This design comes from an exercise in tuning for small area and a short achievable clock period on the open sky130 flow, not from production work. The RTL was checked by simulation tests, not by an equivalence proof against the original design. Power figures rest on the tool's default switching activity, not on a simulated workload.

## flow/design.v (module list and top-level ports; edited modules follow where they fit)
// module Decoder_Unit: 23 lines
// module Arithmetic_Unit: 39 lines
// module Mul_Unit: 743 lines
// module FA_Cell: 3 lines
// module Div_Unit: 86 lines
// module Div_Step_1: 9 lines
// module Div_Step_2: 12 lines
// module Div_Step_3: 15 lines
// module Div_Step_4: 20 lines
// module Div_Step_5: 23 lines
// module Div_Step_6: 28 lines
// module Div_Step_7: 33 lines
// module Div_Step_8: 40 lines
// module Div_Step_9: 43 lines
// module Div_Step_10: 48 lines
// module Div_Step_11: 53 lines
// module Div_Step_12: 60 lines
// module Div_Step_13: 65 lines
// module Div_Step_14: 72 lines
// module Div_Step_15: 79 lines
// module Div_Step_16_L: 71 lines
// module Logic_Unit: 32 lines
// module CMP_Unit: 31 lines
// module Shift_Unit: 28 lines
// module alu_top: 40 lines
module alu_top (
    input   CLK,rst,
    input   [3 : 0] ALU_FUNC,
    input   [15 : 0] A,
    input   [15 : 0] B,
    output  [31 : 0] Arith_OUT, Logic_OUT, CMP_OUT,Shift_OUT,
    output  Carry_OUT, Arith_Flag, Logic_Flag, CMP_Flag, Shift_Flag
);
  // ...
==> flow/run.sh <==
#!/bin/bash
# synth_recipe.tcl (not shown) runs the flow's synth.tcl, then flattens the netlist and writes it again
# the make line also repeats each setting of config.mk as NAME=value (left out here)
make -C /OpenROAD-flow-scripts/flow DESIGN_CONFIG=/design/flow/config.mk WORK_HOME=/design/flow/orfs CLKGATE_MAP_FILE= SYNTH_SCRIPT=/design/flow/synth_recipe.tcl finish
==> flow/config.mk <==
export PLATFORM = sky130hd
export DESIGN_NAME = alu_top
export DESIGN_NICKNAME = alu_top
export VERILOG_FILES = /design/flow/design.v
export SDC_FILE = /design/flow/constraint.sdc
export NUM_CORES = 4
export LEC_CHECK = 0
export ABC_AREA = 1
export CAP_MARGIN = 20
export CORE_MARGIN = 2
export CORE_UTILIZATION = 40
export SLEW_MARGIN = 20
export SYNTH_HIERARCHICAL = 1
export SYNTH_MINIMUM_KEEP_SIZE = 0
==> flow/constraint.sdc <==
create_clock -name core_clock -period 130.0 [get_ports {CLK}]
set_input_delay 26.0000 -clock core_clock [delete_from_list [all_inputs] [get_ports {CLK}]]
set_output_delay 26.0000 -clock core_clock [all_outputs]
set_load 0.01 [all_outputs]
==> flow_summary_export.csv, run 1 <==
group,metric,value,unit
floorplan,rows,82,
setup_path,critPathLaunch,"B[5]",
finish,num-nonclk-inverters,347,
routing,ant_nets,0,
power_and_ir_drop,internal-power,135,uW
power_and_ir_drop,swShare,55.0,%
sta,min_period,43.60,ns
global_route,grt_pass1_wl,95.6,mm
floorplan,top_level_ports,171,
placed_design,placedCellCount,3767,
clock_tree,postCtsSetupRepairBufs,0,
floorplan,coreArea,50200,um^2
clock_tree,cts_buffers,9,
placed_design,io_buffers,125,
placed_design,place_ws,86.11,ns
finish,top_register,"U1.Arith_OUT",
clock_tree,cts_resized,0,
finish,non_clock_buffer_count,163,
finish,seq_cells,73,
sta,finalHoldViolCount,0,
sta,rsz0062_at_grt,"no",
sta,setup_viol,0,
hold_path,worstHoldPathCells,2,
sta,setup_tns,0,ns
routing,viasPerCell,4.90,
finish,seq_area_share,8.49,%
sta,fmax,0.0229,GHz
status,status,"finished clean",
power_and_ir_drop,sequentialPowerShare,10.5,%
synth,syn_area,20400,um^2
finish,final_cell_mix,"nand2_1 (1265), inv_1 (310), nor2_1 (259), fa_1 (240), nand3_1 (189)",
setup_path,ff2ff_setup_slack,129.17,ns
clock_tree,cts_tree,"done",
global_route,busiest_layer,"met2",
finish,clkCellAreaFrac,1.33,%
global_route,grt_use_met1,31.4,%
setup_path,reg2reg_depth,2,
finish,fin_util,42.9,%
setup_path,crit_end,"U1.Arith_OUT[0]",
==> run 2: changes to the inputs <==
--- a/flow/config.mk
+++ b/flow/config.mk
@@ -5,7 +5,7 @@
 export SDC_FILE = /design/flow/constraint.sdc
 export NUM_CORES = 4
 export LEC_CHECK = 0
-export ABC_AREA = 1
+export ABC_AREA = 0
 export CAP_MARGIN = 20
 export CORE_MARGIN = 2
 export CORE_UTILIZATION = 40
==> run 2 against run 1 <==
Still clean. Non-clock buffer count grew 1. Fmax decreased by 8.6%. First-iteration DRC count is 9.4% lower. Clock skew stayed put. Die area down 4.6%. Routed wire length shrank 3.7%. Sequential power increased by 5%. Critical path type unchanged. Largest cell class unchanged.
==> flow_summary_export.csv, run 2 <==
group,metric,value,unit
finish,fin_cells,2821,
sta,finalHoldViolCount,0,
setup_path,worst-path-buf-inv,2,
synth,syn_inst,2158,
routing,drc,0,
clock_tree,root_buffer,"clkbuf_16",
finish,top_register,"U1.Arith_OUT",
finish,diodes,0,
setup_path,crit_family,"compound AO/OA/AOI/OAI gates",
sta,min_period,47.68,ns
clock_tree,cts_resized,0,
synth,synth.avg_cell_area,9.00,um^2
floorplan,die_y,224,um
sta,slew_violations,0,
floorplan,top_level_ports,171,
clock_tree,cts_tree,"done",
finish,largest_register_ffs,32,
setup_path,slowest_stage,"a31oi_4",
finish,multi_input_area,16000,um^2
setup_path,crit_fanout,41,
sta,fmax,0.0210,GHz
finish,layout_commonest_cell,"nand2_1",
global_route,grt_max_degree,74,
routing,vias,15500,
setup_path,max_stage_delay,0.58,ns
global_route,grt_overflow,0,
finish,top_regs,"U1.Arith_OUT x32, U4.Val x17, U2.Low x16",
sta,rsz0062_at_grt,"no",
floorplan,coreArea,47800,um^2
sta,timing.slew.headroom,32.7,%
setup_path,criticalPathCategory,"in2reg",
clock_tree,clk_pin_slew_worst_paths,0.07,ns
sta,clock_skew,0,ns
setup_path,cp_data_arrival_time,47.95,ns
clock_tree,cts_buffers,9,
clock_tree,htree_levels,3,
setup_path,r2r-start,"U1.Arith_OUT[24]",
run,drv_cap,0,
routing,drt-initial-drc-count,1163,
routing,wl,57.8,mm
synth,syn_area,19400,um^2
placed_design,placedCellCount,2805,
setup_path,critPathLaunch,"B[7]",
placed_design,finalWeightedCongestion,0.878,
finish,fill_cells,4658,
global_route,antenna_found_initial,0,
global_route,grt_pass1_wl,90.1,mm
finish,layout-drive-gt1-share,12.4,%
routing,post_drt_wl_per_cell,20.5,um
finish,final_cell_mix,"nand2_1 (301), fa_1 (240), nand2b_1 (230), nor2b_1 (191), xnor2_1 (120)",
synth,yosys_warnings,11,
routing,viasPerCell,5.51,
clock_tree,cts.sinks,73,
hold_path,min_path_type,"reg2reg",
clock_tree,hold_buffers,0,
placed_design,dp_hpwl,41.1,mm
sta,finalCritPeriodShare,36.7,%
setup_path,worstSetupStartpointType,"input port",
global_route,grt_usage,23.0,%
power_and_ir_drop,pwr_density_cell,14.7,nW/um^2
hold_path,worstHoldStart,"U4.Val[12]",
power_and_ir_drop,p_leak,0.00793,uW
power_and_ir_drop,ir_drop,0.0000216,V
finish,seq_area,1830,um^2
finish,area_delta_synth_final,6.67,%
floorplan,rows,80,
sta,setup_viol,0,
routing,dr.pass1.iters,8,
placed_design,io_buffers,125,
floorplan,die-area,50300,um^2
global_route,grt_pass1_vias,15700,
sta,setup_tns,0,ns
setup_path,worst_ep_required_time,130.28,ns
status,status,"finished clean",
sta,worst_slew_pin_slew,1.01,ns
floorplan,die_x,224,um
setup_path,critPathCaptureType,"flip-flop",
finish,fin_nets,2495,
clock_tree,clockBufferDepth,2,
clock_tree,clk_latency,0.36,ns
floorplan,initial_core_util,40.6,%
routing,ant_nets,0,
clock_tree,postCtsSetupRepairBufs,0,
## run 2: power by group
group	total, uW	switching (uW)	internal [uW]
Clock	25.0	11.4	13.6
Sequential	32.8	4.42	28.4
Combinational	246	138	107
Total	304	154	150
## run 2: tightest hold or removal path, stage by stage, from the launching register on
cell and delay [ns]:
dfrtp_1 0.34, nand2b_1 0.06, o221ai_1 0.06
## run 2: stage by stage
step / power (uW) / utilization (%) / hold slack, ns / worst slack, ns / instance area, um^2
2_1_floorplan: 184 / - / 0.528 / 85.67 / 19600
3_3_place_gp: 275 / 42.7 / 0.481 / 82.71 / 20400
3_5_place_dp: 272 / 42.7 / 0.491 / 81.97 / 20400
4_1_cts: 303 / 43.3 / 0.506 / 82.35 / 20700
5_1_grt: 329 / 43.3 / 0.528 / 80.71 / 20700
6_report: 304 / 43.3 / 0.505 / 82.32 / 20700
## run 2: worst paths after layout
check / end / slack [ns] / cells past startpoint
setup / recovery: U1.Arith_OUT[0] / 82.32 / 91
min in group asynchronous: U3.CMP_Val[0] / 25.81 / 1
max in group asynchronous: U2.Low[2] / 103.54 / 1
hold / removal: U4.Val[12] / 0.50 / 2
hold reg to reg: U4.Val[12] / 0.50 / 2
setup reg to reg: U1.Arith_OUT[24] / 129.02 / 2
## run 2: cell type report
type                            instances  area share, %
Multi-Input combinational cell       1863           77.2
Sequential cell                        73           8.82
Timing Repair Buffer                  164           7.25
Tap cell                              615           3.72
Inverter                               90           1.63
Clock buffer                           10           1.15
Clock inverter                          6          0.242
## run 2: metal layers
metal | global-route usage, % | up-vias | wire [um]
met5 | 0 | - | 0
met4 | 7.01 | 0 | 1570
met3 | 4.73 | 73 | 4690
met2 | 36.8 | 568 | 26500
met1 | 31.5 | 7744 | 25000
li1 | - | 7145 | -
==> run 3: changes to the inputs <==
--- a/flow/config.mk
+++ b/flow/config.mk
@@ -5,10 +5,11 @@
 export SDC_FILE = /design/flow/constraint.sdc
 export NUM_CORES = 4
 export LEC_CHECK = 0
-export ABC_AREA = 0
+export ABC_AREA = 1
 export CAP_MARGIN = 20
 export CORE_MARGIN = 2
-export CORE_UTILIZATION = 40
+export CORE_UTILIZATION = 70
+export PLACE_DENSITY = 0.8
 export SLEW_MARGIN = 20
 export SYNTH_HIERARCHICAL = 1
 export SYNTH_MINIMUM_KEEP_SIZE = 0
==> run 3 against run 2 <==
Fmax is 9.6% higher. Synthesized area up 4.9%. Worst hold slack worse by 0.025 ns. Largest power group unchanged. Highest routed layer is now met5.
==> flow_summary_export.csv, run 3 <==
group,metric,value,unit
status,status,"finished clean",
finish,top_register,"U1.Arith_OUT",
setup_path,max_stage_delay,0.50,ns
floorplan,coreArea,28700,um^2
placed_design,postPlaceCellArea,20900,um^2
clock_tree,clk_pin_slew_worst_paths,0.07,ns
hold_path,worstHoldStart,"U1.Arith_OUT[8]",
sta,worst_slew_pin_slew,0.931,ns
finish,layout_commonest_cell,"nand2_1",
clock_tree,cts_tree,"done",
power_and_ir_drop,internal-power,137,uW
global_route,grt_overflow,0,
power_and_ir_drop,swShare,56.2,%
power_and_ir_drop,ir_drop,0.0000266,V
finish,fin_nets,3400,
finish,final_cell_mix,"nand2_1 (1265), inv_1 (310), nor2_1 (259), fa_1 (240), nand3_1 (189)",
synth,yosys_warnings,11,
clock_tree,cts.sinks,73,
placed_design,dp_hpwl,44.3,mm
finish,area_delta_synth_final,3.89,%
floorplan,die_x,175,um
power_and_ir_drop,comb_power_share,81.8,%
sta,fmax,0.0230,GHz
global_route,grt_pass1_vias,19400,
synth,synth.avg_cell_area,6.65,um^2
setup_path,critPathCaptureType,"flip-flop",
sta,timing.slew.headroom,37.9,%
clock_tree,root_buffer,"clkbuf_16",
sta,worst_hold_slack,0.480,ns
global_route,grt_usage,39.9,%
setup_path,worst_ep_required_time,130.29,ns
setup_path,worstSetupStartpointType,"input port",
routing,vias,19800,
sta,setup_viol,0,
clock_tree,clk_latency,0.34,ns
setup_path,worst-path-buf-inv,12,
run,drv_cap,0,
clock_tree,clockBufferDepth,2,
power_and_ir_drop,p_leak,0.0109,uW
floorplan,die-area,30500,um^2
global_route,antenna_found_initial,1,
setup_path,criticalPathCategory,"in2reg",
finish,fin_area,21200,um^2
setup_path,cp_data_arrival_time,43.78,ns
power_and_ir_drop,pwr_density_cell,14.8,nW/um^2
routing,post_drt_wl_per_cell,17.2,um
hold_path,min_path_type,"reg2reg",
clock_tree,hold_buffers,0,
sta,finalHoldViolCount,0,
placed_design,finalWeightedCongestion,0.957,
sta,finalCritPeriodShare,33.5,%
synth,syn_inst,3064,
sta,setup_tns,0,ns
power_and_ir_drop,switchingPower,176,uW
clock_tree,cts_buffers,9,
synth,syn_area,20400,um^2
finish,layout-drive-gt1-share,11.5,%
global_route,grt_pass1_wl,97.2,mm
routing,viasPerCell,5.67,
floorplan,top_level_ports,171,
routing,ant_nets,0,
setup_path,r2r-start,"U2.High",
setup_path,crit_family,"simple AND/OR/NAND/NOR gates",
sta,min_period,43.49,ns
power_and_ir_drop,sequentialPowerShare,10.0,%
routing,drc,0,
placed_design,place_ws,86.52,ns
routing,dr.pass1.iters,10,
clock_tree,cts_resized,0,
floorplan,initial_core_util,71.0,%
setup_path,slowest_stage,"inv_2",
sta,rsz0062_at_grt,"no",
routing,wl,60.1,mm
global_route,grt_max_degree,74,
clock_tree,postCtsSetupRepairBufs,0,
setup_path,critPathLaunch,"B[4]",
setup_path,crit_fanout,25,
power_and_ir_drop,clkPwrFrac,8.2,%
sta,slew_violations,0,
finish,fin_util,73.7,%
finish,largest_register_ffs,32,
sta,post-route-worst-setup-slack,86.51,ns
floorplan,die_y,175,um
floorplan,rows,62,
finish,diodes,0,
setup_path,crit_top_cell,"nand2_1",
clock_tree,htree_levels,3,
sta,clock_skew,0,ns
placed_design,io_buffers,125,
routing,drt-initial-drc-count,1960,
finish,top_regs,"U1.Arith_OUT x32, U4.Val x17, U2.Low x16",
-- run 3: path summary, 6_finish.rpt --
kind	endpoint	slack, ns	cells after the start
min in group asynchronous	U1.Arith_OUT[21]	25.85	2
max in group asynchronous	U2.Low[4]	103.51	2
setup / recovery	U1.Arith_OUT[0]	86.51	128
hold / removal	U1.Arith_OUT[8]	0.48	2
setup reg to reg	U2.High	129.10	2
hold reg to reg	U1.Arith_OUT[8]	0.48	2
-- run 3: final cells by class --
cell class	count	area (um^2)
timing repair buffer	163	1530
sequential	73	1830
multi-input combinational	2512	15700
clock inverter	7	75.1
inverter	347	1320
clock buffer	9	225
tap	384	480
fill	2415	7540
-- run 3: power by group through the flow --
stage / clock [uW] / sequential (uW) / combinational [uW]
after floorplan: 0 / 33.7 / 160
after global placement: 0 / 31.4 / 238
after detailed placement: 0 / 31.5 / 245
after CTS: 25.7 / 31.2 / 247
after global routing: 27.0 / 31.8 / 286
final: 25.8 / 31.2 / 256
-- run 3: layer usage --
layer / share of wire (%) / up-vias / track usage, %
met3: 13 / 212 / 11.6
met2: 46 / 1138 / 64.5
met4: 3.8 / 2 / 14.5
met5: 0.020 / - / 0
met1: 38 / 9259 / 51.3
li1: - / 9203 / -
-- run 3: worst reg2reg max path, stage by stage (launching register included) --
cell and delay, ns:
dfrtp_1 0.62, nand2_1 0.11, nand2_1 0.09
-- run 3: metrics by stage --
stage / cells / power [uW]
finish: 3495 / 313
global route: 3495 / 344
CTS: 3495 / 304
detailed placement: 3479 / 277
global placement: 3479 / 269
floorplan: 3122 / 193
==> module alu_top, before the edit <==
module alu_top (
    input   CLK,rst,
    input   [3 : 0] ALU_FUNC,
    input   [15 : 0] A,
    input   [15 : 0] B,
    output  [31 : 0] Arith_OUT, Logic_OUT, CMP_OUT,Shift_OUT,
    output  Carry_OUT, Arith_Flag, Logic_Flag, CMP_Flag, Shift_Flag
);
wire Arith_EN, Logic_EN, CMP_EN, Shift_EN;
Decoder_Unit U0 (
    .DEC_ALU_FUNC(ALU_FUNC[3 : 2]),
    .DEC_Arith_Enable(Arith_EN),
    .DEC_Logic_Enable(Logic_EN),
    .DEC_CMP_Enable  (CMP_EN),
    .DEC_Shift_Enable(Shift_EN)
);
wire Sub = |ALU_FUNC;
wire [17 : 0] Sum_x = {1'b0, A, 1'b1} + {1'b0, B ^ {16{Sub}}, Sub};
wire [16 : 0] Sum = Sum_x[17 : 1];
Arithmetic_Unit U1 (
    .clk(CLK), .rst(rst), .A(A), .B(B),
    .Arith_ALU_FUNC(ALU_FUNC[1 : 0]), .Arith_Enable(Arith_EN), .Sum(Sum),
    .Arith_OUT(Arith_OUT), .Carry_OUT(Carry_OUT), .Arith_Flag(Arith_Flag)
);
Logic_Unit U2 (
    .clk(CLK), .rst(rst), .A(A), .B(B),
    .Logic_ALU_FUNC(ALU_FUNC[1 : 0]), .Logic_Enable(Logic_EN),
    .Logic_OUT(Logic_OUT), .Logic_Flag(Logic_Flag)
);
CMP_Unit U3 (
    .clk(CLK), .rst(rst), .Sum(Sum),
    .CMP_ALU_FUNC(ALU_FUNC[1 : 0]), .CMP_Enable(CMP_EN),
    .CMP_OUT(CMP_OUT), .CMP_Flag(CMP_Flag)
);
Shift_Unit U4 (
    .clk(CLK), .rst(rst), .A(A), .B(B),
    .Shift_ALU_FUNC(ALU_FUNC[1 : 0]), .Shift_Enable(Shift_EN),
    .Shift_OUT(Shift_OUT), .Shift_Flag(Shift_Flag)
);
endmodule
==> run 4: changes to the inputs <==
--- a/flow/design.v
+++ b/flow/design.v
@@ -1671,8 +1671,16 @@
     .DEC_Shift_Enable(Shift_EN)
 );
 wire Sub = |ALU_FUNC;
-wire [17 : 0] Sum_x = {1'b0, A, 1'b1} + {1'b0, B ^ {16{Sub}}, Sub};
-wire [16 : 0] Sum = Sum_x[17 : 1];
+wire [16 : 0] Sum;
+wire [16 : 0] Carry;
+assign Carry[0] = Sub;
+genvar i;
+generate
+    for (i = 0; i < 16; i = i + 1) begin : add
+        FA_Cell FA (.a(A[i]), .b(B[i] ^ Sub), .c(Carry[i]), .s(Sum[i]), .co(Carry[i + 1]));
+    end
+endgenerate
+assign Sum[16] = Carry[16];
 Arithmetic_Unit U1 (
     .clk(CLK), .rst(rst), .A(A), .B(B),
     .Arith_ALU_FUNC(ALU_FUNC[1 : 0]), .Arith_Enable(Arith_EN), .Sum(Sum),
--- a/flow/config.mk
+++ b/flow/config.mk
@@ -8,8 +8,7 @@
 export ABC_AREA = 1
 export CAP_MARGIN = 20
 export CORE_MARGIN = 2
-export CORE_UTILIZATION = 70
-export PLACE_DENSITY = 0.8
+export CORE_UTILIZATION = 40
 export SLEW_MARGIN = 20
 export SYNTH_HIERARCHICAL = 1
 export SYNTH_MINIMUM_KEEP_SIZE = 0
==> run 4 against run 3 <==
Worst hold slack worse by 0.0046 ns. Die area up 69%. Largest cell class unchanged. First-iteration DRC count down 24%. Fmax up 0.14%. Still clean on timing, DRC and antenna. Critical endpoint unchanged. Critical path depth down 7. Highest routed layer is now met4. Utilization down 31 points. Register-to-register slack better by 0.08 ns. Final area down 0.46%.
==> flow_summary_export.csv, run 4 <==
group,metric,value,unit
clock_tree,htree_levels,3,
global_route,grt_pass1_vias,18200,
floorplan,die-area,51500,um^2
floorplan,rows,81,
setup_path,max_stage_delay,0.54,ns
finish,fin_util,42.9,%
clock_tree,postCtsSetupRepairBufs,0,
floorplan,initial_core_util,40.6,%
sta,finalHoldViolCount,0,
clock_tree,clk_pin_slew_worst_paths,0.07,ns
setup_path,criticalPathCategory,"in2reg",
clock_tree,cts_buffers,9,
routing,wl,61.8,mm
sta,rsz0062_at_grt,"no",
global_route,grt_overflow,0,
power_and_ir_drop,ir_drop,0.0000134,V
setup_path,slowest_stage,"o21ai_0",
sta,worst_slew_pin_slew,0.894,ns
floorplan,top_level_ports,171,
setup_path,worst_ep_required_time,130.29,ns
sta,min_period,43.43,ns
setup_path,worstSetupStartpointType,"input port",
finish,layout-drive-gt1-share,11.3,%
clock_tree,clockBufferDepth,2,
power_and_ir_drop,p_leak,0.0106,uW
synth,yosys_warnings,11,
routing,dr.pass1.iters,6,
global_route,antenna_found_initial,0,
finish,fin_nets,3294,
floorplan,die_y,227,um
clock_tree,cts_tree,"done",
finish,top_register,"U1.Arith_OUT",
finish,layout_commonest_cell,"nand2_1",
routing,drc,0,
finish,top_regs,"U1.Arith_OUT x32, U4.Val x17, U2.Low x16",
finish,final_cell_mix,"nand2_1 (1243), inv_1 (304), fa_1 (256), nor2_1 (243), nand3_1 (195)",
sta,fmax,0.0230,GHz
clock_tree,hold_buffers,0,
routing,drt-initial-drc-count,1497,
sta,slew_violations,0,
clock_tree,cts.sinks,73,
setup_path,crit_fanout,23,
placed_design,finalWeightedCongestion,0.922,
status,status,"finished clean",
clock_tree,clk_latency,0.35,ns
finish,diodes,0,
hold_path,min_path_type,"reg2reg",
power_and_ir_drop,pwr_density_cell,14.0,nW/um^2
placed_design,io_buffers,125,
clock_tree,cts_resized,0,
setup_path,critPathCaptureType,"flip-flop",
routing,ant_nets,0,
global_route,grt_max_degree,66,
finish,fill_cells,5078,
synth,syn_area,19900,um^2
placed_design,dp_hpwl,45.1,mm
routing,post_drt_wl_per_cell,16.8,um
floorplan,die_x,227,um
setup_path,cp_data_arrival_time,43.72,ns
floorplan,coreArea,49100,um^2
routing,vias,18600,
setup_path,crit_top_cell,"nand2_1",
routing,viasPerCell,5.06,
synth,syn_inst,2960,
sta,finalCritPeriodShare,33.4,%
global_route,grt_pass1_wl,96.9,mm
sta,clock_skew,0,ns
sta,setup_tns,0,ns
global_route,grt_usage,24.1,%
sta,setup_viol,0,
synth,synth.avg_cell_area,6.72,um^2
run,drv_cap,0,
sta,timing.slew.headroom,40.4,%
finish,area_delta_synth_final,5.87,%
clock_tree,root_buffer,"clkbuf_16",
finish,largest_register_ffs,32,
-- run 4: critical path, delay by kind of cell --
kind | cells | cell delay (ns)
AOI/OAI and AO/OA | 22 | 5.60
and+or+nand+nor | 88 | 10.16
buffers and inverters | 11 | 1.86
-- run 4: layer usage --
metal  vias to the layer above  track usage (%)  share of wire (%)
li1                       8842                -                  -
met3                       119             5.19                8.5
met4                         0             7.29                2.8
met5                         -                0                  0
met2                       691             39.2                 46
met1                      8907             32.0                 43
-- run 4: cell type report --
type	instances	area (um^2)	area share (%)
clock buffer	10	229	1.09
clock inverter	6	115	0.547
timing repair buffer	163	1530	7.26
sequential	73	1830	8.67
tap	664	831	3.94
inverter	341	1300	6.17
multi-input combinational	2412	15200	72.3
-- run 4: worst paths after layout --
| check | start | to | slack, ns | cells past startpoint |
|---|---|---|---|---|
| max reg2reg | U2.High | U2.High | 129.18 | 2 |
| max | B[6] | U1.Arith_OUT[0] | 86.57 | 121 |
| max in group asynchronous | rst | U4.Val[9] | 103.43 | 2 |
| min | U1.Arith_OUT[29] | U1.Arith_OUT[29] | 0.48 | 2 |
| min in group asynchronous | rst | U1.Arith_OUT[21] | 25.46 | 1 |
| min reg2reg | U1.Arith_OUT[29] | U1.Arith_OUT[29] | 0.48 | 2 |
-- run 4: stage by stage --
step                      hold slack [ns]  cells  worst slack (ns)  area, um^2  power [uW]
after floorplan                     0.513   3018             90.77       20100         190
after global routing                0.501   3669             84.42       21100         326
after global placement              0.466   3653             87.04       20700         261
after CTS                           0.482   3669             86.71       21100         296
final                               0.475   3669             86.57       21100         296
after detailed placement            0.465   3653             86.36       20700         264
-- run 4: where the power goes --
part	leakage, uW	internal (uW)	switching, uW
clock network	0.000163	18.9	11.4
logic	0.00951	92.2	142
registers	0.000929	28.0	3.31
==> run 5: changes to the inputs <==
==> flow/flow/run.sh (new file) <==
#!/bin/bash
# The standard layout, with the port buffers made of the smallest buffer
# cell (sky130_fd_sc_hd__buf_1), and timing repair asked to leave 88 ns of setup
# slack at the design's clock period, so that it sizes up the critical paths.
set -euo pipefail
export BUFFER_PORTS_ARGS="-buffer_cell sky130_fd_sc_hd__buf_1"
export SETUP_SLACK_MARGIN=88
bash standard.sh > standard.log 2>&1
==> flow/standard.sh (new file) <==
#!/bin/bash
# synth_recipe.tcl (not shown) runs the flow's synth.tcl, then flattens the netlist and writes it again
# the make line also repeats each setting of config.mk as NAME=value (left out here)
make -C /OpenROAD-flow-scripts/flow DESIGN_CONFIG=/design/flow/config.mk WORK_HOME=/design/flow/orfs CLKGATE_MAP_FILE= SYNTH_SCRIPT=/design/flow/synth_recipe.tcl "${@:-finish}"
removed: flow/run.sh
==> run 5 against run 4 <==
Register-to-register slack improved by 0.03 ns. Worst hold slack better by 0.0013 ns. Total power is 2.2% lower. Via count grew 0.45%. Clock skew unchanged. Sequential share of layout area decreased by 0.27 points. First-iteration DRC count is 0.60% lower. Critical path depth grew 17. Global-route usage is 0.84 points lower. Still clean on timing, DRC and antenna. Critical endpoint unchanged.
==> flow_summary_export.csv, run 5 <==
group,metric,value,unit
status,status,"finished clean",
clock_tree,cts.sinks,73,
synth,synth.avg_cell_area,6.72,um^2
clock_tree,clk_latency,0.35,ns
synth,syn_area,19900,um^2
sta,rsz0062_at_grt,"no",
floorplan,rows,81,
sta,finalHoldViolCount,0,
floorplan,die_x,227,um
run,drv_cap,0,
setup_path,worstSetupStartpointType,"input port",
floorplan,die_y,227,um
finish,layout_commonest_cell,"nand2_1",
routing,wl,61.6,mm
clock_tree,clk_pin_slew_worst_paths,0.07,ns
sta,slew_violations,0,
placed_design,dp_hpwl,43.2,mm
sta,clock_skew,0,ns
finish,fin_nets,3367,
sta,finalCritPeriodShare,31.5,%
global_route,grt_overflow,0,
setup_path,max_stage_delay,0.45,ns
clock_tree,cts_tree,"done",
power_and_ir_drop,ir_drop,0.0000160,V
finish,final_cell_mix,"nand2_1 (1183), inv_1 (302), fa_1 (256), nor2_1 (227), nand3_1 (193)",
finish,top_regs,"U1.Arith_OUT x32, U4.Val x17, U2.Low x16",
clock_tree,cts_buffers,9,
routing,viasPerCell,4.98,
finish,layout-drive-gt1-share,16.9,%
routing,dr.pass1.iters,5,
power_and_ir_drop,p_leak,0.0107,uW
global_route,grt_usage,23.2,%
synth,syn_inst,2960,
setup_path,criticalPathCategory,"in2reg",
finish,area_delta_synth_final,9.21,%
hold_path,min_path_type,"reg2reg",
routing,ant_nets,0,
global_route,grt_pass1_vias,17000,
placed_design,finalWeightedCongestion,0.891,
sta,setup_viol,0,
global_route,antenna_found_initial,2,
routing,post_drt_wl_per_cell,16.5,um
routing,vias,18600,
setup_path,cp_data_arrival_time,41.19,ns
sta,min_period,40.90,ns
floorplan,initial_core_util,40.6,%
floorplan,coreArea,49100,um^2
finish,top_register,"U1.Arith_OUT",
clock_tree,htree_levels,3,
floorplan,top_level_ports,171,
setup_path,crit_top_cell,"nand2_1",
placed_design,io_buffers,125,
sta,worst_hold_slack,0.476,ns
finish,largest_register_ffs,32,
power_and_ir_drop,pwr_density_cell,13.3,nW/um^2
routing,drt-initial-drc-count,1488,
synth,yosys_warnings,11,
global_route,grt_max_degree,61,
routing,drc,0,
clock_tree,root_buffer,"clkbuf_16",
setup_path,worst_ep_required_time,130.29,ns
sta,worst_slew_pin_slew,0.811,ns
global_route,grt_pass1_wl,93.4,mm
floorplan,die-area,51500,um^2
setup_path,slowest_stage,"a21oi_1",
sta,fmax,0.0244,GHz
setup_path,critPathCaptureType,"flip-flop",
sta,setup_tns,0,ns
clock_tree,clockBufferDepth,2,
sta,timing.slew.headroom,45.7,%
setup_path,crit_fanout,23,
run 5: area by class of cell:
cell class	instances	area, um^2
Antenna cell	1	2.50
Multi-Input combinational cell	2424	16000
Clock buffer	10	239
Fill cell	5164	27300
Inverter	341	1380
Tap cell	664	831
Timing Repair Buffer	224	1360
Sequential cell	73	1830
Clock inverter	5	56.3
run 5: worst max-delay path: cells and delay by family:
kind / cells / cell delay, ns
AO/OA/AOI/OAI: 14 / 2.95
buffers and inverters: 15 / 1.83
AND/OR/NAND/NOR: 109 / 10.34
run 5: what timing repair did:
| item | CTS | global route |
|---|---|---|
| cloned | 0 | 14 |
| endpoints found under the hold margin | 0 | 0 |
| endpoints found under the setup margin | 1 | 3 |
| setup buffers | 1 | 53 |
| resized for setup | 13 | 215 |
| hold buffers | 0 | 0 |
| pin swaps | 0 | 50 |
run 5: power by group:
| part | switching (uW) | internal, uW |
|---|---|---|
| Clock | 11.0 | 15.3 |
| Combinational | 145 | 86.9 |
| Sequential | 3.42 | 28.0 |
run 5: worst paths after layout:
kind | slack, ns | cells past startpoint | to | from
hold / removal | 0.48 | 2 | U1.Arith_OUT[2] | U1.Arith_OUT[2]
min in group asynchronous | 25.52 | 1 | U1.Arith_OUT[8] | rst
max in group asynchronous | 103.44 | 2 | U2.Low[2] | rst
hold reg to reg | 0.48 | 2 | U1.Arith_OUT[2] | U1.Arith_OUT[2]
setup / recovery | 89.10 | 138 | U1.Arith_OUT[0] | B[4]
setup reg to reg | 129.21 | 2 | U2.High | U2.High
run 5: layer usage:
metal  GRT usage, %  vias to the layer above  wire [um]
met5              0                        -         16
met4           5.21                        2       1290
met3           3.64                       95       4670
met2           38.1                      677      28900
met1           32.3                     8843      26700
li1               -                     9026          -
run 5: stage by stage:
step           total power (uW)  utilization [%]  cells  setup WS, ns  area [um^2]
3_5_place_dp                255             40.7   3658         87.11        20000
4_1_cts                     282             41.4   3674         88.03        20300
2_1_floorplan               190                -   3018         90.77        20100
6_report                    289             44.3   3742         89.10        21700
3_3_place_gp                253             40.7   3658         87.41        20000
5_1_grt                     319             44.3   3741         87.82        21700
==> run 6: changes to the inputs <==
==> flow/flow/run.sh (replaced) <==
#!/bin/bash
# The standard layout, with the port buffers made of the smallest buffer
# cell (sky130_fd_sc_hd__buf_1), and timing repair asked to leave 92 ns of setup
# slack at the design's clock period, so that it sizes up the critical paths.
set -euo pipefail
export BUFFER_PORTS_ARGS="-buffer_cell sky130_fd_sc_hd__buf_1"
export SETUP_SLACK_MARGIN=92
bash standard.sh > standard.log 2>&1
==> run 6 against run 5 <==
Largest power group unchanged. Final area increased by 16%. Combinational power increased by 15%. Routed wire length increased by 17%. Largest cell class unchanged. Still clean on timing, DRC and antenna. Setup slack improved by 0.46 ns. Clock skew unchanged. Utilization increased by 7.2 points.
==> flow_summary_export.csv, run 6 <==
group,metric,value,unit
setup_path,worstSetupStartpointType,"input port",
sta,finalCritPeriodShare,31.1,%
synth,syn_inst,2960,
floorplan,coreArea,49100,um^2
finish,fin_nets,3538,
routing,dr.pass1.iters,6,
sta,slew_violations,0,
clock_tree,clockBufferDepth,2,
setup_path,worst_ep_required_time,130.29,ns
setup_path,worst-path-buf-inv,19,
routing,drt-initial-drc-count,1602,
finish,layout-drive-gt1-share,30.7,%
floorplan,rows,81,
status,status,"finished clean",
clock_tree,hold_buffers,0,
setup_path,crit_family,"simple AND/OR/NAND/NOR gates",
clock_tree,root_buffer,"clkbuf_16",
sta,rsz0062_at_grt,"yes",
power_and_ir_drop,swShare,53.2,%
power_and_ir_drop,ir_drop,0.0000153,V
global_route,grt_overflow,0,
placed_design,finalWeightedCongestion,0.922,
clock_tree,htree_levels,3,
setup_path,crit_fanout,16,
floorplan,die_y,227,um
setup_path,max_stage_delay,0.29,ns
sta,setup_viol,0,
setup_path,slowest_stage,"nor3_4",
setup_path,critPathCaptureType,"flip-flop",
routing,wl,71.9,mm
floorplan,die_x,227,um
sta,clock_skew,0,ns
global_route,grt_pass1_vias,19700,
sta,timing.slew.headroom,37.8,%
hold_path,min_path_type,"reg2reg",
finish,top_regs,"U1.Arith_OUT x32, U4.Val x17, U2.Low x16",
finish,diodes,0,
power_and_ir_drop,clkPwrFrac,8.6,%
power_and_ir_drop,sequentialPowerShare,9.6,%
routing,drc,0,
sta,finalHoldViolCount,0,
synth,yosys_warnings,11,
global_route,antenna_found_initial,3,
floorplan,die-area,51500,um^2
run,drv_cap,0,
finish,largest_register_ffs,32,
placed_design,dp_hpwl,44.8,mm
power_and_ir_drop,switchingPower,173,uW
sta,min_period,40.44,ns
power_and_ir_drop,finalPower,326,uW
synth,syn_area,19900,um^2
finish,layout_commonest_cell,"nand2_1",
floorplan,top_level_ports,171,
global_route,grt_pass1_wl,107,mm
setup_path,cp_data_arrival_time,40.72,ns
power_and_ir_drop,pwr_density_cell,12.9,nW/um^2
synth,synth.avg_cell_area,6.72,um^2
placed_design,place_ws,87.10,ns
sta,fmax,0.0247,GHz
placed_design,io_buffers,125,
sta,post-route-worst-setup-slack,89.56,ns
routing,ant_nets,0,
clock_tree,clk_pin_slew_worst_paths,0.06,ns
setup_path,criticalPathCategory,"in2reg",
clock_tree,cts_buffers,9,
clock_tree,clk_latency,0.34,ns
floorplan,initial_core_util,40.6,%
sta,worst_slew_pin_slew,0.929,ns
power_and_ir_drop,comb_power_share,81.7,%
clock_tree,cts.sinks,73,
power_and_ir_drop,p_leak,0.0122,uW
sta,setup_tns,0,ns
finish,top_register,"U1.Arith_OUT",
routing,vias,20400,
routing,post_drt_wl_per_cell,18.4,um
global_route,grt_usage,26.5,%
global_route,grt_max_degree,62,
finish,area_delta_synth_final,27.0,%
routing,viasPerCell,5.21,
finish,final_cell_mix,"nand2_1 (1005), inv_1 (288), nand2_2 (269), fa_1 (234), buf_4 (187)",
clock_tree,cts_tree,"done",
power_and_ir_drop,internal-power,152,uW
setup_path,crit_top_cell,"nand2_4",
==> run 6: worst paths after layout <==
check,slack (ns),cells after the start,endpoint,startpoint
min in group asynchronous,25.52,1,U1.Arith_OUT[20],rst
setup reg to reg,129.20,2,U2.High,U2.High
setup / recovery,89.56,139,U1.Arith_OUT[0],B[1]
hold / removal,0.48,2,U1.Arith_OUT[23],U1.Arith_OUT[23]
max in group asynchronous,103.42,2,U4.Val[6],rst
hold reg to reg,0.48,2,U1.Arith_OUT[23],U1.Arith_OUT[23]
==> run 6: power by group through the flow <==
stage	clock (uW)	sequential [uW]	combinational, uW
after floorplan	0	33.6	160
after global placement	0	31.6	229
after detailed placement	0	31.7	231
after CTS	28.4	31.4	249
after global routing	29.1	32.0	294
final	28.1	31.4	266
==> run 6: layout make-up <==
| class | instances | area [um^2] |
|---|---|---|
| clock buffer | 11 | 243 |
| clock inverter | 5 | 78.8 |
| fill | 4678 | 23800 |
| inverter | 341 | 1540 |
| multi-input combinational | 2424 | 17400 |
| sequential | 73 | 1830 |
| tap | 664 | 831 |
| timing repair buffer | 389 | 3320 |
| timing repair inverter | 6 | 52.6 |
==> run 6: stage by stage <==
stage          hold WS [ns]  std cells  util, %  area, um^2
6_report              0.479       3913     51.5       25300
5_1_grt               0.514       3913     51.5       25300
4_1_cts               0.481       3804     47.4       23300
3_5_place_dp          0.464       3652     41.5       20300
3_3_place_gp          0.464       3652     41.5       20300
2_1_floorplan         0.513       3018        -       20500
==> run 6: layer usage <==
metal  share of wire (%)  wire length [um]  GRT usage [%]  vias up
met5               0.047                34              0        -
li1                    -                 -              -     9360
met3                 8.3              6000           4.74      247
met2                  47             33800           45.0      966
met4                 5.2              3770           9.68        6
met1                  39             28300           33.8     9810
==> run 6: worst reg2reg max path, cell delays in order, from the launching register on <==
cell     delay (ns)
dfrtp_1        0.57
nand2_1        0.10
nand2_1        0.07
==> run 6: timing repair <==
| item | in CTS | in global routing |
|---|---|---|
| setup endpoints to repair | 8 | 7 |
| cloned | 29 | 6 |
| resized for setup | 330 | 312 |
| setup buffers | 107 | 103 |
| pin swaps | 77 | 218 |
| endpoints found under the hold margin | 0 | 0 |
==> run 7: changes to the inputs <==
==> flow/flow/run.sh (replaced) <==
#!/bin/bash
# The standard layout, with the port buffers made of the smallest buffer
# cell (sky130_fd_sc_hd__buf_1) instead of the one buffer_ports picks itself.
set -euo pipefail
export BUFFER_PORTS_ARGS="-buffer_cell sky130_fd_sc_hd__buf_1"
bash standard.sh > standard.log 2>&1
==> run 7 against run 6 <==
Utilization down 10 points. Combinational power down 15%. Cell count down 6.1%. Still clean on timing, DRC and antenna. First-iteration DRC count down 14%.
==> flow_summary_export.csv, run 7 <==
group,metric,value,unit
sta,fmax,0.0234,GHz
placed_design,io_buffers,125,
global_route,antenna_found_initial,2,
floorplan,coreArea,49100,um^2
clock_tree,cts.sinks,73,
setup_path,crit_fanout,27,
global_route,grt_pass1_wl,93.3,mm
run,drv_cap,0,
setup_path,max_stage_delay,0.50,ns
finish,fin_nets,3299,
sta,setup_tns,0,ns
routing,viasPerCell,4.90,
finish,top_register,"U1.Arith_OUT",
routing,drt-initial-drc-count,1382,
placed_design,finalWeightedCongestion,0.891,
routing,dr.pass1.iters,7,
floorplan,die_y,227,um
status,status,"finished clean",
routing,vias,18000,
setup_path,critPathCaptureType,"flip-flop",
routing,ant_nets,0,
clock_tree,cts_resized,0,
finish,layout-drive-gt1-share,11.5,%
clock_tree,hold_buffers,0,
sta,finalHoldViolCount,0,
power_and_ir_drop,swShare,55.1,%
sta,slew_violations,0,
clock_tree,root_buffer,"clkbuf_16",
global_route,grt_max_degree,61,
routing,drc,0,
sta,post-route-worst-setup-slack,87.23,ns
synth,yosys_warnings,11,
sta,worst_slew_pin_slew,0.802,ns
finish,area_delta_synth_final,1.96,%
clock_tree,cts_tree,"done",
global_route,grt_usage,23.2,%
synth,syn_inst,2960,
routing,wl,59.0,mm
sta,timing.slew.headroom,46.6,%
clock_tree,clk_latency,0.35,ns
clock_tree,htree_levels,3,
finish,final_cell_mix,"nand2_1 (1243), inv_1 (304), fa_1 (256), nor2_1 (243), nand3_1 (195)",
sta,min_period,42.77,ns
sta,setup_viol,0,
setup_path,crit_top_cell,"nand2_1",
floorplan,top_level_ports,171,
floorplan,initial_core_util,40.6,%
power_and_ir_drop,comb_power_share,79.6,%
global_route,grt_overflow,0,
sta,clock_skew,0,ns
synth,syn_area,19900,um^2
setup_path,slowest_stage,"inv_2",
floorplan,die_x,227,um
setup_path,worst_ep_required_time,130.29,ns
clock_tree,clk_pin_slew_worst_paths,0.07,ns
sta,rsz0062_at_grt,"no",
power_and_ir_drop,pwr_density_cell,14.0,nW/um^2
power_and_ir_drop,sequentialPowerShare,11.1,%
floorplan,die-area,51500,um^2
placed_design,dp_hpwl,43.2,mm
synth,synth.avg_cell_area,6.72,um^2
placed_design,place_ws,87.11,ns
clock_tree,cts_buffers,9,
finish,layout_commonest_cell,"nand2_1",
setup_path,worst-path-buf-inv,9,
power_and_ir_drop,switchingPower,156,uW
floorplan,rows,81,
clock_tree,clockBufferDepth,2,
finish,top_regs,"U1.Arith_OUT x32, U4.Val x17, U2.Low x16",
hold_path,min_path_type,"reg2reg",
sta,finalCritPeriodShare,32.9,%
setup_path,crit_family,"simple AND/OR/NAND/NOR gates",
global_route,grt_pass1_vias,17000,
clock_tree,postCtsSetupRepairBufs,0,
power_and_ir_drop,internal-power,127,uW
routing,post_drt_wl_per_cell,16.1,um
power_and_ir_drop,p_leak,0.0103,uW
finish,largest_register_ffs,32,
power_and_ir_drop,clkPwrFrac,9.3,%
setup_path,criticalPathCategory,"in2reg",
setup_path,worstSetupStartpointType,"input port",
setup_path,cp_data_arrival_time,43.06,ns
power_and_ir_drop,ir_drop,0.0000171,V
run 7: cell types whose count changed in the layout (fill, tap and decap cells not counted), sizes merged:
cell and delta:
bufbuf -12, diode +1, nand2 -1, clkbuf -6, clkinv -5, clkinvlp -1, bufinv -1, inv +1
buf -204, nand3 -11
run 7: per-stage QoR:
stage	std cells	total power, uW	instance area [um^2]	hold slack [ns]	utilization (%)
after detailed placement	3658	255	20000	0.467	40.7
after CTS	3673	282	20300	0.482	41.3
after global routing	3673	312	20300	0.498	41.3
final	3674	283	20300	0.476	41.4
after global placement	3658	253	20000	0.461	40.7
after floorplan	3018	190	20100	0.513	-
run 7: path summary, 6_finish.rpt:
kind	start	endpoint	slack, ns	depth (start not counted)
max	B[3]	U1.Arith_OUT[0]	87.23	121
min	U1.Arith_OUT[2]	U1.Arith_OUT[2]	0.48	2
max reg2reg	U2.High	U2.High	129.21	2
min reg2reg	U1.Arith_OUT[2]	U1.Arith_OUT[2]	0.48	2
max in group asynchronous	rst	U4.Val[16]	103.43	2
min in group asynchronous	rst	U1.Arith_OUT[8]	25.52	1
run 7: power groups by stage:
stage | clock, uW | combinational [uW] | sequential (uW)
after global routing | 27.2 | 252 | 31.9
final | 26.2 | 225 | 31.4
after detailed placement | 0 | 223 | 31.7
after global placement | 0 | 222 | 31.6
after floorplan | 0 | 156 | 33.6
after CTS | 26.4 | 224 | 31.4
run 7: layout make-up:
type                       instances  area, um^2
antenna                            1        2.50
clock buffer                      10         239
clock inverter                     5        56.3
fill                            5240       28800
inverter                         341        1300
multi-input combinational       2412       15200
sequential                        73        1830
tap                              664         831
timing repair buffer             168         798
run 7: routing by layer:
metal  GRT usage, %  up-vias  share of wire, %
met5              0        -             0.027
met4           5.36        2               2.1
met3           3.69       89               7.2
met2           38.0      634                46
met1           32.2     8437                44
li1               -     8849                 -
run 7: worst reg2reg max path, delay by kind of cell, from the launching register on:
kind          cells  cell delay [ns]
flops             1             0.57
simple gates      2             0.16
==> run 8: changes to the inputs <==
--- a/flow/config.mk
+++ b/flow/config.mk
@@ -9,6 +9,7 @@
 export CAP_MARGIN = 20
 export CORE_MARGIN = 2
 export CORE_UTILIZATION = 40
+export CTS_BUF_LIST = sky130_fd_sc_hd__clkbuf_4 sky130_fd_sc_hd__clkbuf_8
 export SLEW_MARGIN = 20
 export SYNTH_HIERARCHICAL = 1
 export SYNTH_MINIMUM_KEEP_SIZE = 0
==> run 8 against run 7 <==
Sequential share of layout area barely moved. Clock-buffer cell count unchanged. Utilization decreased by 0.21 points. Cell count unchanged. Worst hold slack improved by 0.0046 ns. Setup slack gained 0.018 ns. Via count increased by 0.47%. Die area unchanged. Non-clock buffer count unchanged. Largest cell class unchanged. Largest power group unchanged.
==> flow_summary_export.csv, run 8 <==
group,metric,value,unit
power_and_ir_drop,p_leak,0.0102,uW
setup_path,max_stage_delay,0.50,ns
sta,clock_skew,0,ns
run,drv_cap,0,
global_route,antenna_found_initial,2,
setup_path,slowest_stage,"inv_2",
floorplan,die-area,51500,um^2
synth,yosys_warnings,11,
routing,ant_nets,0,
floorplan,initial_core_util,40.6,%
floorplan,die_x,227,um
finish,layout-drive-gt1-share,11.5,%
finish,final_cell_mix,"nand2_1 (1243), inv_1 (304), fa_1 (256), nor2_1 (243), nand3_1 (195)",
power_and_ir_drop,ir_drop,0.0000164,V
placed_design,dp_hpwl,43.2,mm
routing,drt-initial-drc-count,1489,
setup_path,crit_top_cell,"nand2_1",
finish,area_delta_synth_final,1.45,%
routing,wl,59.0,mm
clock_tree,cts_resized,0,
global_route,grt_max_degree,61,
floorplan,die_y,227,um
floorplan,rows,81,
routing,dr.pass1.iters,5,
synth,synth.avg_cell_area,6.72,um^2
clock_tree,root_buffer,"clkbuf_8",
placed_design,io_buffers,125,
sta,setup_viol,0,
finish,layout_commonest_cell,"nand2_1",
clock_tree,cts.sinks,73,
clock_tree,postCtsSetupRepairBufs,0,
finish,largest_register_ffs,32,
floorplan,coreArea,49100,um^2
sta,worst_hold_slack,0.481,ns
synth,syn_area,19900,um^2
routing,vias,18100,
hold_path,min_path_type,"reg2reg",
setup_path,worstSetupStartpointType,"input port",
setup_path,cp_data_arrival_time,43.08,ns
setup_path,worst_ep_required_time,130.32,ns
routing,drc,0,
clock_tree,cts_buffers,9,
sta,worst_slew_pin_slew,0.796,ns
finish,top_register,"U1.Arith_OUT",
status,status,"finished clean",
clock_tree,cts_tree,"done",
placed_design,finalWeightedCongestion,0.891,
floorplan,top_level_ports,171,
power_and_ir_drop,pwr_density_cell,13.6,nW/um^2
routing,post_drt_wl_per_cell,16.1,um
finish,top_regs,"U1.Arith_OUT x32, U4.Val x17, U2.Low x16",
sta,min_period,42.75,ns
global_route,grt_pass1_vias,17000,
global_route,grt_usage,23.3,%
finish,fin_nets,3299,
clock_tree,hold_buffers,0,
sta,setup_tns,0,ns
synth,syn_inst,2960,
sta,finalCritPeriodShare,32.9,%
clock_tree,htree_levels,3,
setup_path,criticalPathCategory,"in2reg",
global_route,grt_pass1_wl,93.6,mm
clock_tree,clk_pin_slew_worst_paths,0.09,ns
global_route,grt_overflow,0,
clock_tree,clockBufferDepth,2,
sta,fmax,0.0234,GHz
setup_path,crit_fanout,27,
sta,timing.slew.headroom,46.9,%
sta,finalHoldViolCount,0,
clock_tree,clk_latency,0.38,ns
sta,rsz0062_at_grt,"no",
sta,slew_violations,0,
routing,viasPerCell,4.93,
setup_path,critPathCaptureType,"flip-flop",
-- run 8: report_power, final --
group          leakage, uW  switching (uW)  internal, uW
clock            0.0000981            10.1          9.27
combinational      0.00922             140          83.4
sequential        0.000929            3.38          28.0
total               0.0102             154           121
-- run 8: cell type report --
| cell class | count | area (um^2) |
|---|---|---|
| clock inverters | 5 | 56.3 |
| clock buffers | 10 | 138 |
| flip-flops and latches | 73 | 1830 |
| diodes | 1 | 2.50 |
| inverters | 341 | 1300 |
| repair buffers | 168 | 798 |
| multi-input cells | 2412 | 15200 |
| fillers | 5263 | 28900 |
| well taps | 664 | 831 |
-- run 8: final timing paths --
kind,cells past startpoint,slack (ns),to,start
min in group asynchronous,1,25.48,U1.Arith_OUT[17],rst
min,2,0.48,U1.Arith_OUT[2],U1.Arith_OUT[2]
max in group asynchronous,2,103.48,U4.Val[16],rst
min reg2reg,2,0.48,U1.Arith_OUT[2],U1.Arith_OUT[2]
max,121,87.25,U1.Arith_OUT[0],B[3]
max reg2reg,2,129.21,U2.High,U2.High
-- run 8: stage by stage --
stage	util [%]	total power (uW)	setup WS, ns	instance area (um^2)	std cells
finish	41.1	274	87.25	20200	3674
global placement	40.7	253	87.41	20000	3658
detailed placement	40.7	255	87.11	20000	3658
CTS	41.1	275	87.45	20200	3673
floorplan	-	190	90.77	20100	3018
global route	41.1	305	84.97	20200	3673
-- run 8: layer usage --
layer | GRT usage [%] | vias up | share of wire (%)
li1 | - | 8847 | -
met1 | 32.5 | 8488 | 44
met2 | 38.0 | 663 | 46
met3 | 3.58 | 95 | 7.5
met4 | 5.29 | 2 | 2.2
met5 | 0 | - | 0.027
-- run 8: worst max-delay path: cells and delay by family --
family | cells | cell delay [ns]
buffers and inverters | 9 | 1.31
and+or+nand+nor | 89 | 10.00
AOI/OAI and AO/OA | 23 | 5.66
==> run 9: changes to the inputs <==
==> flow/flow/run.sh (replaced) <==
#!/bin/bash
# The standard layout with two changes:
# * synthesis maps the divider modules (Div_Unit, Div_Step_*) with ORFS's ABC area
#   script, which gives the faster divider here, and every other module with ORFS's
#   ABC speed script (ABC_AREA 0 in config.mk), which gives the smaller netlist there.
#   Everything else in synthesis is the standard synthesis (synth_recipe.tcl).
# * the port buffers are the smallest buffer cell (sky130_fd_sc_hd__buf_1).
set -euo pipefail
HERE=$(pwd)
# ORFS's synth.tcl with its one abc call split in two
sed 's|^  log_cmd abc {\*}\$abc_args$|  set abc_args_area [lreplace $abc_args 1 1 $::env(SCRIPTS_DIR)/abc_area.script]\n  log_cmd abc {*}$abc_args_area Div_Unit Div_Step_*\n  log_cmd abc {*}$abc_args|' \
    "$FLOW_HOME/scripts/synth.tcl" > "$HERE/synth_mixed.tcl"
grep -q 'abc_args_area Div_Unit' "$HERE/synth_mixed.tcl"
# The standard flow's synthesis script, sourcing that synth.tcl
sed "s|source \$::env(SCRIPTS_DIR)/synth.tcl|source $HERE/synth_mixed.tcl|" synth_recipe.tcl > "$HERE/mixed_synth.tcl"
grep -q "source $HERE/synth_mixed.tcl" "$HERE/mixed_synth.tcl"
# The standard layout command, with that synthesis script
sed "s|SYNTH_SCRIPT=[^ ]*|SYNTH_SCRIPT=$HERE/mixed_synth.tcl|" standard.sh > "$HERE/mixed_standard.sh"
grep -q "SYNTH_SCRIPT=$HERE/mixed_synth.tcl" "$HERE/mixed_standard.sh"
export BUFFER_PORTS_ARGS="-buffer_cell sky130_fd_sc_hd__buf_1"
bash "$HERE/mixed_standard.sh" > standard.log 2>&1
==> flow/config.mk (replaced) <==
export PLATFORM = sky130hd
export DESIGN_NAME = alu_top
export DESIGN_NICKNAME = alu_top
export VERILOG_FILES = /design/flow/design.v
export SDC_FILE = /design/flow/constraint.sdc
export NUM_CORES = 4
export LEC_CHECK = 0
export ABC_AREA = 0
export CAP_MARGIN = 20
export CORE_MARGIN = 2
export CORE_UTILIZATION = 40
export SLEW_MARGIN = 20
export SYNTH_HIERARCHICAL = 1
export SYNTH_MINIMUM_KEEP_SIZE = 0
==> run 9 against run 8 <==
Routed wire length shrank 4.7%. Utilization grew 0.31 points. Clock skew is the same. Largest cell class unchanged.
==> flow_summary_export.csv, run 9 <==
group,metric,value,unit
sta,fmax,0.0232,GHz
floorplan,coreArea,47500,um^2
setup_path,worstSetupStartpointType,"input port",
finish,fill_cells,4855,
finish,final_cell_mix,"nand2_1 (894), fa_1 (256), inv_1 (252), nor2_1 (245), buf_1 (122)",
routing,post_drt_wl_per_cell,17.1,um
power_and_ir_drop,p_leak,0.00925,uW
routing,vias,16900,
setup_path,worst_ep_required_time,130.25,ns
placed_design,finalWeightedCongestion,0.877,
power_and_ir_drop,pwr_density_cell,13.6,nW/um^2
setup_path,critPathCaptureType,"flip-flop",
floorplan,die_x,223,um
hold_path,min_path_type,"reg2reg",
global_route,grt_pass1_wl,90.3,mm
sta,clock_skew,0,ns
synth,syn_inst,2621,
setup_path,criticalPathCategory,"in2reg",
finish,layout_commonest_cell,"nand2_1",
clock_tree,root_buffer,"clkbuf_16",
synth,syn_area,19200,um^2
floorplan,top_level_ports,171,
placed_design,io_buffers,125,
global_route,grt_pass1_vias,16900,
routing,drc,0,
sta,setup_tns,0,ns
setup_path,critPathLaunch,"B[11]",
routing,wl,56.2,mm
clock_tree,clockBufferDepth,2,
setup_path,timing.rr.end,"U1.Arith_OUT[24]",
synth,synth.avg_cell_area,7.33,um^2
setup_path,cp_data_arrival_time,43.31,ns
clock_tree,clk_pin_slew_worst_paths,0.07,ns
finish,top_register,"U1.Arith_OUT",
setup_path,crit_fanout,22,
setup_path,crit_end,"U1.Arith_OUT[0]",
global_route,antenna_found_initial,0,
sta,slew_violations,0,
clock_tree,cts.sinks,73,
placed_design,postPlaceCellArea,19400,um^2
global_route,grt_max_degree,59,
floorplan,rows,80,
clock_tree,htree_levels,3,
power_and_ir_drop,finalPower,268,uW
sta,finalCritPeriodShare,33.1,%
placed_design,place_ws,86.68,ns
clock_tree,postCtsSetupRepairBufs,0,
clock_tree,cts_tree,"done",
floorplan,die_y,223,um
finish,fin_nets,2961,
run,drv_cap,0,
routing,drt-initial-drc-count,1008,
setup_path,crit_top_cell,"nand2_1",
sta,setup_viol,0,
finish,largest_register_ffs,32,
routing,dr.pass1.iters,5,
finish,fin_area,19700,um^2
setup_path,max_stage_delay,0.48,ns
status,status,"finished clean",
power_and_ir_drop,ir_drop,0.0000281,V
sta,post-route-worst-setup-slack,86.95,ns
routing,viasPerCell,5.13,
placed_design,dp_hpwl,40.5,mm
setup_path,reg2reg_depth,2,
finish,top_regs,"U1.Arith_OUT x32, U4.Val x17, U2.Low x16",
floorplan,initial_core_util,40.4,%
sta,timing.slew.headroom,45.6,%
sta,finalHoldViolCount,0,
clock_tree,cts_resized,0,
clock_tree,hold_buffers,0,
finish,diodes,0,
clock_tree,clk_latency,0.34,ns
sta,min_period,43.05,ns
clock_tree,cts_buffers,9,
finish,layout-drive-gt1-share,12.6,%
floorplan,die-area,49800,um^2
setup_path,ff2ff_setup_slack,129.04,ns
sta,rsz0062_at_grt,"no",
setup_path,r2r-start,"U1.Arith_OUT[24]",
setup_path,slowest_stage,"o21ai_0",
sta,worst_slew_pin_slew,0.816,ns
global_route,grt_usage,22.9,%
routing,ant_nets,0,
finish,area_delta_synth_final,2.62,%
synth,yosys_warnings,11,
global_route,grt_overflow,0,
## run 9: cell type report
class / count / area, um^2 / area share [%]
multi-input cells: 2137 / 15000 / 75.9
clock inverters: 7 / 82.6 / 0.419
well taps: 615 / 769 / 3.90
repair buffers: 165 / 776 / 3.94
flip-flops and latches: 73 / 1830 / 9.27
inverters: 281 / 1060 / 5.40
clock buffers: 9 / 225 / 1.14
## run 9: worst min-delay path by stage
| stage | slack (ns) | to | cells after the start | from |
|---|---|---|---|---|
| final | 0.51 | U4.Val[2] | 2 | U4.Val[2] |
| after global routing | 0.53 | U4.Val[2] | 2 | U4.Val[2] |
| after CTS | 0.51 | U4.Val[2] | 2 | U4.Val[2] |
| after detailed placement | 0.49 | U4.Val[5] | 2 | U4.Val[5] |
| after global placement | 0.48 | U4.Val[5] | 2 | U4.Val[5] |
| after floorplan | 0.53 | U4.Val[14] | 2 | U4.Val[14] |
## run 9: per-layer routing
layer / share of wire, % / vias up / wire, um / track usage (%)
met5: 0 / - / 0 / 0
met4: 2.6 / 0 / 1460 / 5.59
met3: 6.5 / 98 / 3640 / 3.61
met2: 49 / 534 / 27400 / 40.1
met1: 42 / 8232 / 23700 / 29.6
li1: - / 7995 / - / -
## run 9: critical path: cells and delay by family
family,cells,cell delay [ns]
AOI/OAI and AO/OA,21,5.24
buffers and inverters,11,1.40
and+or+nand+nor,90,10.48
muxes,1,0.08
## run 9: power by group
part | internal, uW | total (uW) | switching [uW]
logic | 85.8 | 209 | 123
registers | 28.3 | 32.2 | 3.89
clock network | 15.3 | 27.5 | 12.2
## run 9: metrics by stage
step / hold slack (ns) / cells / utilization (%)
after CTS: 0.511 / 3287 / 41.4
after global placement: 0.484 / 3271 / 40.8
after detailed placement: 0.493 / 3271 / 40.8
after floorplan: 0.528 / 2679 / -
final: 0.509 / 3287 / 41.4
after global routing: 0.531 / 3287 / 41.4
==> run 10: changes to the inputs <==
--- a/flow/config.mk
+++ b/flow/config.mk
@@ -9,6 +9,7 @@
 export CAP_MARGIN = 20
 export CORE_MARGIN = 2
 export CORE_UTILIZATION = 40
+export CTS_BUF_LIST = sky130_fd_sc_hd__clkbuf_4 sky130_fd_sc_hd__clkbuf_8
 export SLEW_MARGIN = 20
 export SYNTH_HIERARCHICAL = 1
 export SYNTH_MINIMUM_KEEP_SIZE = 0
==> run 10 against run 9 <==
Still clean on timing, DRC and antenna. Critical path depth stayed put. Synthesized cell count did not move. Worst hold slack better by 0.0031 ns. First-iteration DRC count grew 21%. Flip-flop and latch count did not move. Cell count unchanged. Setup slack got worse by 0.035 ns. Register-to-register slack about the same. Utilization decreased by 0.21 points. Die area stayed put. Global-route usage about the same. Final area down 0.51%. Largest power group unchanged. Highest routed layer unchanged.
==> flow_summary_export.csv, run 10 <==
group,metric,value,unit
clock_tree,clk_latency,0.37,ns
finish,top_regs,"U1.Arith_OUT x32, U4.Val x17, U2.Low x16",
clock_tree,cts_buffers,9,
finish,diodes,0,
placed_design,place_ws,86.68,ns
setup_path,worst-path-buf-inv,11,
clock_tree,clockBufferDepth,2,
power_and_ir_drop,p_leak,0.00921,uW
placed_design,placedCellCount,3271,
floorplan,die_x,223,um
setup_path,critPathCaptureType,"flip-flop",
finish,final_cell_mix,"nand2_1 (894), fa_1 (256), inv_1 (252), nor2_1 (245), buf_1 (122)",
finish,top_register,"U1.Arith_OUT",
sta,timing.slew.headroom,45.5,%
clock_tree,cts_resized,0,
global_route,antenna_found_initial,0,
sta,clock_skew,0,ns
global_route,grt_usage,22.9,%
routing,drt-initial-drc-count,1224,
setup_path,cp_data_arrival_time,43.37,ns
sta,min_period,43.09,ns
sta,finalHoldViolCount,0,
finish,area_delta_synth_final,2.09,%
power_and_ir_drop,ir_drop,0.0000280,V
clock_tree,postCtsSetupRepairBufs,0,
sta,slew_violations,0,
routing,dr.pass1.iters,7,
finish,fin_area,19600,um^2
sta,setup_viol,0,
power_and_ir_drop,clkPwrFrac,7.9,%
routing,vias,16800,
finish,layout_commonest_cell,"nand2_1",
floorplan,initial_core_util,40.4,%
finish,fin_cells,3287,
placed_design,dp_hpwl,40.5,mm
synth,syn_area,19200,um^2
hold_path,min_path_type,"reg2reg",
routing,ant_nets,0,
global_route,grt_pass1_wl,90.3,mm
synth,yosys_warnings,11,
power_and_ir_drop,pwr_density_cell,13.3,nW/um^2
clock_tree,hold_buffers,0,
clock_tree,cts.sinks,73,
status,status,"finished clean",
setup_path,slowest_stage,"o21ai_0",
sta,post-route-worst-setup-slack,86.91,ns
global_route,grt_pass1_vias,16900,
run,drv_cap,0,
power_and_ir_drop,comb_power_share,79.9,%
setup_path,criticalPathCategory,"in2reg",
sta,worst_slew_pin_slew,0.818,ns
floorplan,top_level_ports,171,
power_and_ir_drop,sequentialPowerShare,12.3,%
global_route,grt_overflow,0,
setup_path,max_stage_delay,0.48,ns
clock_tree,clk_pin_slew_worst_paths,0.10,ns
sta,setup_tns,0,ns
clock_tree,cts_tree,"done",
setup_path,crit_top_cell,"nand2_1",
clock_tree,htree_levels,3,
floorplan,die-area,49800,um^2
routing,post_drt_wl_per_cell,17.1,um
sta,fmax,0.0232,GHz
finish,largest_register_ffs,32,
floorplan,rows,80,
power_and_ir_drop,swShare,52.8,%
routing,wl,56.2,mm
sta,rsz0062_at_grt,"no",
setup_path,crit_fanout,22,
clock_tree,root_buffer,"clkbuf_8",
setup_path,worst_ep_required_time,130.29,ns
placed_design,postPlaceCellArea,19400,um^2
global_route,grt_max_degree,59,
synth,syn_inst,2621,
sta,finalCritPeriodShare,33.1,%
finish,fin_nets,2961,
floorplan,die_y,223,um
finish,layout-drive-gt1-share,12.6,%
placed_design,io_buffers,125,
power_and_ir_drop,internal-power,123,uW
power_and_ir_drop,switchingPower,138,uW
placed_design,finalWeightedCongestion,0.877,
routing,viasPerCell,5.12,
floorplan,coreArea,47500,um^2
setup_path,worstSetupStartpointType,"input port",
routing,drc,0,
synth,synth.avg_cell_area,7.33,um^2
setup_path,crit_family,"simple AND/OR/NAND/NOR gates",
## run 10: final cells by class
type / instances / area (um^2)
inverter: 281 / 1060
timing repair buffer: 165 / 776
clock inverter: 7 / 82.6
sequential: 73 / 1830
tap: 615 / 769
clock buffer: 9 / 124
multi-input combinational: 2137 / 15000
fill: 4863 / 27900
## run 10: worst register-to-register path, cell delays in order (launching register included)
cell     delay [ns]
dfrtp_1        0.40
and2b_2        0.19
a311o_1        0.26
## run 10: path summary, 6_finish.rpt
check | from | endpoint | slack (ns) | depth (start not counted)
max in group asynchronous | rst | U4.Val[2] | 103.38 | 2
hold / removal | U4.Val[2] | U4.Val[2] | 0.51 | 2
hold reg to reg | U4.Val[2] | U4.Val[2] | 0.51 | 2
setup reg to reg | U1.Arith_OUT[24] | U1.Arith_OUT[24] | 129.03 | 2
setup / recovery | B[11] | U1.Arith_OUT[0] | 86.91 | 123
min in group asynchronous | rst | U1.Arith_OUT[19] | 25.55 | 1
## run 10: metrics by stage
step	hold WS (ns)	total power [uW]	util (%)
CTS	0.516	265	41.2
global placement	0.484	242	40.8
detailed placement	0.493	243	40.8
global route	0.537	291	41.2
floorplan	0.528	183	-
finish	0.512	261	41.2
## run 10: power groups by stage
stage          Combinational [uW]  Sequential, uW  Clock [uW]
3_5_place_dp                  210            32.3           0
6_report                      209            32.1        20.6
2_1_floorplan                 149            34.1           0
5_1_grt                       236            32.7        21.5
3_3_place_gp                  210            32.2           0
4_1_cts                       212            32.0        20.9
## run 10: routing by layer
| metal | up-vias | routed length, um | track usage (%) |
|---|---|---|---|
| met5 | - | 0 | 0 |
| met4 | 0 | 1370 | 5.33 |
| met3 | 102 | 3730 | 3.09 |
| met2 | 533 | 27500 | 40.2 |
| met1 | 8193 | 23600 | 29.8 |
| li1 | 7994 | - | - |

-- re-timing with driven ports --
The flow's constraints put no driver on any port. The routed layouts listed below were extracted and timed again, unchanged, in two steps.
Step 1: set_driving_cell puts a clkbuf_16 on CLK and a buf_2 on each other input, an assumption about the parent block.
Step 2 times the ports against the registers' clock, not the clock port: input delays grow and output delays shrink by t, the midpoint of the rising clock arrivals with the driver on.
Slacks: no drivers / after step 1 / after step 2; pairs: no drivers / after step 1.
run	shift t [ns]	setup WS [ns]	hold slack, ns	latest minus earliest clock arrival (ns)
run 1	0.404	86.404 / 86.428 / 86.024	0.478 / 0.478 / 0.478	0.015 / 0.015
run 2	0.396	82.322 / 82.338 / 81.942	0.505 / 0.505 / 0.505	0.011 / 0.011
run 3	0.386	86.509 / 86.535 / 86.149	0.480 / 0.480 / 0.480	0.012 / 0.013
run 4	0.391	86.571 / 86.597 / 86.206	0.475 / 0.475 / 0.475	0.018 / 0.018
run 5	0.390	89.098 / 89.124 / 88.734	0.476 / 0.476 / 0.476	0.019 / 0.018
run 6	0.390	89.561 / 89.581 / 89.191	0.479 / 0.479 / 0.479	0.014 / 0.015
run 7	0.390	87.227 / 87.254 / 86.864	0.476 / 0.476 / 0.476	0.018 / 0.018
run 8	0.408	87.246 / 87.267 / 86.859	0.481 / 0.481 / 0.481	0.024 / 0.024
run 9	0.387	86.948 / 86.969 / 86.582	0.509 / 0.509 / 0.509	0.010 / 0.010
run 10	0.409	86.913 / 86.932 / 86.523	0.512 / 0.512 / 0.512	0.022 / 0.022
After both steps setup and hold are still met in every run listed. For run 10, which loses most, drivers alone change the setup slack by +0.019 ns; drivers and shift together by -0.390 ns.
